Context: an optimization exercise on an open-source flow, tuned for small area. The choices shown serve that exercise and are no tape-out recipe.
In this exercise RTL edits were held to simulation tests only and were not proved equivalent to the original.
The clock port is modelled as an ideal driver, which makes a skipped or thinned clock tree look cheaper than it is; a real chip needs a root buffer or a tree.
Power and IR drop assume default switching activity.

// top
module top(
    input clk,
    input push_switch1,
    input push_switch2,
    input push_switch3,
    input push_switch4,
    input push_switch5,
    input push_switch6,
    output [6:0] segment1,
    output [6:0] segment2,
    output [6:0] segment3,
    output [6:0] segment4,
    output [6:0] segment5,
    output [6:0] segment6,
    input dip_switch1,
    input dip_switch2,
    input dip_switch3,
    input dip_switch4,
    input dip_switch5,
    input dip_switch6,
    input dip_switch7,
    input dip_switch8,
    input dip_switch9,
    input dip_switch10,
    output led1_red,
    output led2_yellow,
    output led3_green,
    output led4_red,
    output led5_yellow,
    output led6_green
);
  assign led1_red = 1'b0;
  assign led2_yellow = 1'b0;
  assign led3_green = 1'b0;
  assign led4_red = 1'b0;
  assign led5_yellow = 1'b0;
  assign led6_green = 1'b0;
  wire rst = push_switch6;
  reg r_mode, r_set, r_up, r_down;
  always @(posedge clk) begin
    r_mode <= push_switch1;
    r_set  <= push_switch2;
    r_up   <= push_switch3;
    r_down <= push_switch4;
  end
  reg [6:0] c;           
  reg [1:0] iu;          
  reg       is12;        
  reg [5:0] bc;          
  reg       blink;
  reg [8:0] cnt1;        
  reg [2:0] st;          
  reg [3:0] su;          
  reg [2:0] mt;          
  reg [3:0] mu;          
  reg       pm;          
  reg [3:0] hh;          
  reg [1:0] css;         
  reg       aoff;        
  reg [1:0] ass;         
  reg       has;         
  reg       aon;         
  reg       eq;          
  reg       apm;
  reg [3:0] ahh;
  reg [2:0] amt;
  reg [3:0] amu;
  reg       iu_chg;      
  reg       aon_d;       
  reg       is12_d;
  wire tick  = (c == 7'b1110110);           
  wire pre   = (c == 7'b0111011);           
  wire bterm = (bc == 6'b010011);           
  wire sterm = (cnt1 == 9'b001000011);      
  wire s_up  = pre & r_up & ~r_down;
  wire s_dn  = pre & r_down & ~r_up;
  wire btn   = tick & r_set;
  wire c_set = btn & (iu == 2'd0);
  wire a_set = btn & (iu == 2'd1);
  wire d_set = btn & (iu == 2'd2);
  reg [1:0] iu_n;
  always @* begin
    iu_n = iu;
    if (tick & r_mode) iu_n = {iu == 2'd1, iu == 2'd0};
  end
  function [2:0] t_inc(input [2:0] t);
    t_inc = {t[1], t[0], ~t[2]};
  endfunction
  function [2:0] t_dec(input [2:0] t);
  ...
For scale: roughly 530 cells after synthesis, roughly 72 flip-flops, about 3700 sq um of cells after synthesis.
clock: 15.0 ns
lec_check: 0
abc_area: 1
cap_margin: 20
core_margin: 2
core_utilization: 65
slew_margin: 20
standard.sh (not shown) runs the stock make flow with config.mk's settings and CLKGATE_MAP_FILE= SYNTH_SCRIPT=/design/flow/synth_recipe.tcl, a recipe that flattens the netlist after the stock synthesis.
==> flow/flow/run.sh <==
#!/bin/bash
# Own layout flow: the standard ORFS flow (standard.sh) with
#  - synthesis from flow/synth.tcl (standard synthesis, no adder cells, area abc script
#    tried with the deepsyn seeds in FLOW_ABC_SEEDS, smallest result kept),
#  - port buffers of the smallest buffer cell, one tie cell for the constant outputs,
#  - a one-level clock tree built by flow/manual_cts.tcl (ORFS's PRE_CTS_TCL hook):
#    the clock port drives FLOW_CTS_LEAVES buffers, each driving one group of flip-flops.
# make's full output goes to flow_make.log; ORFS keeps each step's log under orfs/logs.
set -euo pipefail
W=$(pwd)
export FLOW_WORK_DIR=$W
export FLOW_FLOW_DIR=$W/flow
export FLOW_ABC_SEEDS="0 1 2 3"
export FLOW_CTS_LEAVES=3
export FLOW_CTS_BUF=sky130_fd_sc_hd__clkbuf_16
bash standard.sh \
  SYNTH_SCRIPT=$W/flow/synth.tcl \
  ABC_AREA=1 \
  "BUFFER_PORTS_ARGS=-buffer_cell sky130_fd_sc_hd__buf_1" \
  PRE_CTS_TCL=$W/flow/manual_cts.tcl \
  SKIP_REPAIR_TIE_FANOUT=1 \
  finish > $W/flow_make.log 2>&1
Other scripts of this flow, unchanged in this note and not shown: flow/flow/area.abc, flow/flow/manual_cts.tcl, flow/flow/synth.tcl
Rerun with:
--- a/flow/design.v
+++ b/flow/design.v
@@ -59,28 +59,28 @@
   reg       aoff;        
   reg [1:0] ass;         
   reg       has;         
   reg       aon;         
   reg       eq;          
   reg       apm;
   reg [3:0] ahh;
   reg [2:0] amt;
   reg [3:0] amu;
   reg       iu_chg;      
   reg       aon_d;       
   reg       is12_d;
-  wire tick  = (c == 7'b1110110);           
-  wire pre   = (c == 7'b0111011);           
-  wire bterm = (bc == 6'b010011);           
-  wire sterm = (cnt1 == 9'b001000011);      
+  wire tick  = (c == 7'b0001001);           
+  wire pre   = (c == 7'b1000100);           
+  wire bterm = (bc == 6'b101100);           
+  wire sterm = (cnt1 == 9'b110111100);      
   wire s_up  = pre & r_up & ~r_down;
   wire s_dn  = pre & r_down & ~r_up;
   wire btn   = tick & r_set;
   wire c_set = btn & (iu == 2'd0);
   wire a_set = btn & (iu == 2'd1);
   wire d_set = btn & (iu == 2'd2);
   reg [1:0] iu_n;
   always @* begin
     iu_n = iu;
     if (tick & r_mode) iu_n = {iu == 2'd1, iu == 2'd0};
   end
   function [2:0] t_inc(input [2:0] t);
@@ -146,34 +146,34 @@
   reg [4:0] ah_n;
   reg [6:0] am_n;
   always @* begin
     ah_n = {apm, ahh};
     am_n = {amt, amu};
     if (a_hinc) ah_n = h_inc({apm, ahh});
     if (a_hdec) ah_n = h_dec({apm, ahh});
     if (a_htog) ah_n = {~apm, ahh};
     if (a_minc) am_n = m_inc({amt, amu});
     if (a_mdec) am_n = m_dec({amt, amu});
   end
   always @(posedge clk) begin
-    c <= (rst | tick) ? 7'd0 : {c[5:0], ~(c[6] ^ c[5])};
-    bc <= (rst | bterm) ? 6'd0 : {bc[4:0], ~(bc[5] ^ bc[4])};
+    c <= (rst | tick) ? 7'h7f : {c[5:0], c[6] ^ c[5]};
+    bc <= (rst | bterm) ? 6'h3f : {bc[4:0], bc[5] ^ bc[4]};
     blink <= rst ? 1'b0 : blink ^ bterm;
     iu <= rst ? 2'd0 : iu_n;
     is12 <= rst ? 1'b0 : is12 ^ d_set;
     aoff <= aon & r_up;
-    if (rst) cnt1 <= 9'd0;
-    else if (css != 2'd0) cnt1 <= 9'd1;
-    else if (sterm) cnt1 <= 9'd0;
-    else cnt1 <= {cnt1[7:0], ~(cnt1[8] ^ cnt1[4])};
+    if (rst) cnt1 <= 9'h1ff;
+    else if (css != 2'd0) cnt1 <= 9'h1fe;
+    else if (sterm) cnt1 <= 9'h1ff;
+    else cnt1 <= {cnt1[7:0], cnt1[8] ^ cnt1[4]};
     if (rst | c_set & (css == 2'd0)) {st, su} <= 7'd0;
     else if (c_sec) {st, su} <= m_inc({st, su});
     if (rst) {mt, mu} <= 7'd0;
     else if (c_minc) {mt, mu} <= m_inc({mt, mu});
     else if (c_mdec) {mt, mu} <= m_dec({mt, mu});
     if (rst) {pm, hh} <= 5'd0;
     else if (c_hinc) {pm, hh} <= h_inc({pm, hh});
     else if (c_hdec) {pm, hh} <= h_dec({pm, hh});
     else if (c_htog) pm <= ~pm;
     if (rst) css <= 2'd0;
     else if (c_set)
       case (css)
What happened:
- synthesized area stays flat
- total power grows by 0.54%
- worst hold slack is better by 0.028 ns
- combinational power shrinks by 4.6%
- worst setup slack is worse by 1.3 ns
- global-route usage grows by 2.2 points
- flip-flop and latch count stays the same
- sequential share of layout area grows by 0.16 points
- register-to-register slack is worse by 0.55 ns
- design area shrinks by 0.44%
- first-iteration DRC count grows by 68%
- critical path depth shrinks by 4
- final cell count barely changes
- clock power grows by 2.4%
No run of this note takes its clock network from TritonCTS; it comes from the design's own scripts or RTL.

Another version of the RTL of top (not shown whole).
Size in the first run: ~540 cells after synthesis, about 72 flip-flops, ~65 I/O pins, ~0.0038 mm² of cells after synthesis.
==> flow/design.v (excerpt) <==
module top(
    input clk,
    input push_switch1,
    input push_switch2,
    input push_switch3,
    input push_switch4,
    input push_switch5,
    input push_switch6,
    output [6:0] segment1,
    output [6:0] segment2,
    output [6:0] segment3,
    output [6:0] segment4,
    output [6:0] segment5,
    output [6:0] segment6,
    input dip_switch1,
    input dip_switch2,
    input dip_switch3,
    input dip_switch4,
    input dip_switch5,
    input dip_switch6,
    input dip_switch7,
    input dip_switch8,
    input dip_switch9,
    input dip_switch10,
    output led1_red,
    output led2_yellow,
    output led3_green,
    output led4_red,
    output led5_yellow,
    output led6_green
);
clock: 15.0 ns
lec_check: 0
abc_area: 1
cap_margin: 20
core_margin: 2
core_utilization: 65
slew_margin: 20
==> flow/flow/run.sh <==
#!/bin/bash
# Own layout flow: the standard ORFS flow (standard.sh) with
#  - synthesis from flow/synth.tcl (standard synthesis, no adder cells, area abc script),
#  - port buffers of the smallest buffer cell,
#  - a one-level clock tree built by flow/manual_cts.tcl (ORFS's PRE_CTS_TCL hook):
#    the clock port drives FLOW_CTS_LEAVES buffers, each driving one group of flip-flops.
# make's full output goes to flow_make.log; ORFS keeps each step's log under orfs/logs.
set -euo pipefail
W=$(pwd)
export FLOW_WORK_DIR=$W
export FLOW_FLOW_DIR=$W/flow
export FLOW_CTS_LEAVES=4
export FLOW_CTS_BUF=sky130_fd_sc_hd__clkbuf_8
bash standard.sh \
  SYNTH_SCRIPT=$W/flow/synth.tcl \
  ABC_AREA=1 \
  "BUFFER_PORTS_ARGS=-buffer_cell sky130_fd_sc_hd__buf_1" \
  PRE_CTS_TCL=$W/flow/manual_cts.tcl \
  finish > $W/flow_make.log 2>&1
Other scripts of this flow, unchanged in this note and not shown: flow/flow/area.abc, flow/flow/manual_cts.tcl, flow/flow/synth.tcl
The starting point passed the timing, design-rule and antenna checks.
Rerun with:
--- a/flow/design.v
+++ b/flow/design.v
@@ -58,22 +58,22 @@
   reg [1:0] css;         
   reg       aoff;        
   reg [1:0] ass;         
   reg       has;         
   reg       aon;         
   reg       eq;          
   reg       apm;
   reg [3:0] ahh;
   reg [2:0] amt;
   reg [3:0] amu;
-  reg       iu_chg;      
-  reg       aon_d;       
+  reg [1:0] iu_d;        
+  reg       aon_d;
   reg       is12_d;
   wire tick  = (c == 7'b1110110);           
   wire pre   = (c == 7'b0111011);           
   wire bterm = (bc == 6'b010011);           
   wire sterm = (cnt1 == 9'b001000011);      
   wire s_up  = pre & r_up & ~r_down;
   wire s_dn  = pre & r_down & ~r_up;
   wire btn   = tick & r_set;
   wire c_set = btn & (iu == 2'd0);
   wire a_set = btn & (iu == 2'd1);
@@ -181,21 +181,21 @@
         2'd1: css <= 2'd2;
         2'd2: css <= is12 ? 2'd3 : 2'd0;
         2'd3: css <= 2'd0;
       endcase
     aon <= rst ? 1'b0 : (aon | (has & eq)) & ~aoff;
     ass <= rst ? 2'd0 : ass_n;
     has <= rst ? 1'b0 : ((has | a_set) & ~((ass_n == 2'd0) & r_up));
     {apm, ahh} <= rst ? 5'd0 : ah_n;
     {amt, amu} <= rst ? 7'd0 : am_n;
     eq <= ({pm, hh} == ah_n) & ({mt, mu} == am_n);
-    iu_chg <= ~rst & tick & r_mode;
+    iu_d <= rst ? 2'd0 : iu;
     aon_d <= rst ? 1'b0 : aon;
     is12_d <= rst ? 1'b0 : is12;
   end
   function [6:0] seg(input [3:0] d);
     seg = {d[3] | d[1] | ~(d[2] ^ d[0]),
            ~d[2] | ~(d[1] ^ d[0]),
            d[2] | ~d[1] | d[0],
            d[3] | (~d[2] & ~d[0]) | (d[1] & ~d[0]) | (~d[2] & d[1]) | (d[2] & ~d[1] & d[0]),
            ~d[0] & (~d[2] | d[1]),
            d[3] | (~d[1] & ~d[0]) | (d[2] & ~d[1]) | (d[2] & ~d[0]),
@@ -206,25 +206,23 @@
             ~t[2] & ~(t[1] ^ t[0]), ~t[0], t[1] | t[2]};
   endfunction
   wire       sa = (iu_n == 2'd1);
   wire       sd = (iu_n == 2'd2);
   wire       Hp = sa ? apm : pm;
   wire [3:0] Hh = sa ? ahh : hh;
   wire [2:0] Mt = sa ? amt : mt;
   wire [3:0] Mu = sa ? amu : mu;
   wire [2:0] St = sa ? 3'd0 : st;
   wire [3:0] Su = sa ? 4'd0 : su;
-  wire iu_d0 = iu_chg ? (iu == 2'd1) : (iu == 2'd0);
-  wire iu_d1 = iu_chg ? (iu == 2'd2) : (iu == 2'd1);
-  wire b1 = blink & (sa ? ((ass == 2'd1) & iu_d1) : (((css == 2'd1) & iu_d0) | aon_d));
-  wire b2 = blink & (sa ? ((ass == 2'd2) & iu_d1) : (((css == 2'd2) & iu_d0) | aon_d));
-  wire b3 = blink & (sa ? ((ass == 2'd3) & iu_d1) : (((css == 2'd3) & iu_d0) | aon_d));
+  wire b1 = blink & (sa ? ((ass == 2'd1) & (iu_d == 2'd1)) : (((css == 2'd1) & (iu_d == 2'd0)) | aon_d));
+  wire b2 = blink & (sa ? ((ass == 2'd2) & (iu_d == 2'd1)) : (((css == 2'd2) & (iu_d == 2'd0)) | aon_d));
+  wire b3 = blink & (sa ? ((ass == 2'd3) & (iu_d == 2'd1)) : (((css == 2'd3) & (iu_d == 2'd0)) | aon_d));
   wire dash = sa & ~has;
   reg [1:0] h24t;
   reg [3:0] h24u;
   always @* begin
     case ({Hp, Hh})
       5'd0:  {h24t, h24u} = {2'd0, 4'd0};
       5'd1:  {h24t, h24u} = {2'd0, 4'd1};
       5'd2:  {h24t, h24u} = {2'd0, 4'd2};
       5'd3:  {h24t, h24u} = {2'd0, 4'd3};
       5'd4:  {h24t, h24u} = {2'd0, 4'd4};
Final area grows by about 1.1%; via count barely changes; cell count grows by about 0.9%; synthesized area grows by about 0.8%; synthesized cell count grows by about 0.7%; routed wire length grows by about 4%; combinational power grows by 3.8%; sequential power is about the same; setup slack improved by 0.53 ns; total power grows by 1.1%; sequential share of layout area hardly moves; worst hold slack stays flat.
No run of this note takes its clock network from TritonCTS; it comes from the design's own scripts or RTL.

==> separate check: timing with driven ports <==
How much do the figures lean on ideal ports? The routed layouts below were timed once more, with nothing changed but the port constraints.
Step 1, drivers: a clkbuf_16 drives clk and a buf_2 each remaining input, both assumed.
Step 2 adds t to the input delays and takes it off the output delays; t is the mean of the earliest and latest rising clock arrival at the registers after step 1. Input paths then give back, and output paths get back, about the clock's delay inside the block.
Three values: ideal ports, drivers, drivers and shift; two values: the first two.
run | t, ns | slack for setup (ns) | latest minus earliest clock arrival (ns) | worst slew at a driven data input, ns
the first run of note 1 | 0.210 | 7.107 / 7.048 / 7.258 | 0.016 / 0.016 | 0.03
the second run of note 1 | 0.220 | 5.839 / 5.776 / 5.996 | 0.012 / 0.012 | 0.03
the first run of note 2 | 0.222 | 7.195 / 7.133 / 7.354 | 0.013 / 0.013 | 0.03
the second run of note 2 | 0.218 | 7.722 / 7.661 / 7.880 | 0.011 / 0.011 | 0.03
After both steps setup and hold are still met in every run listed.
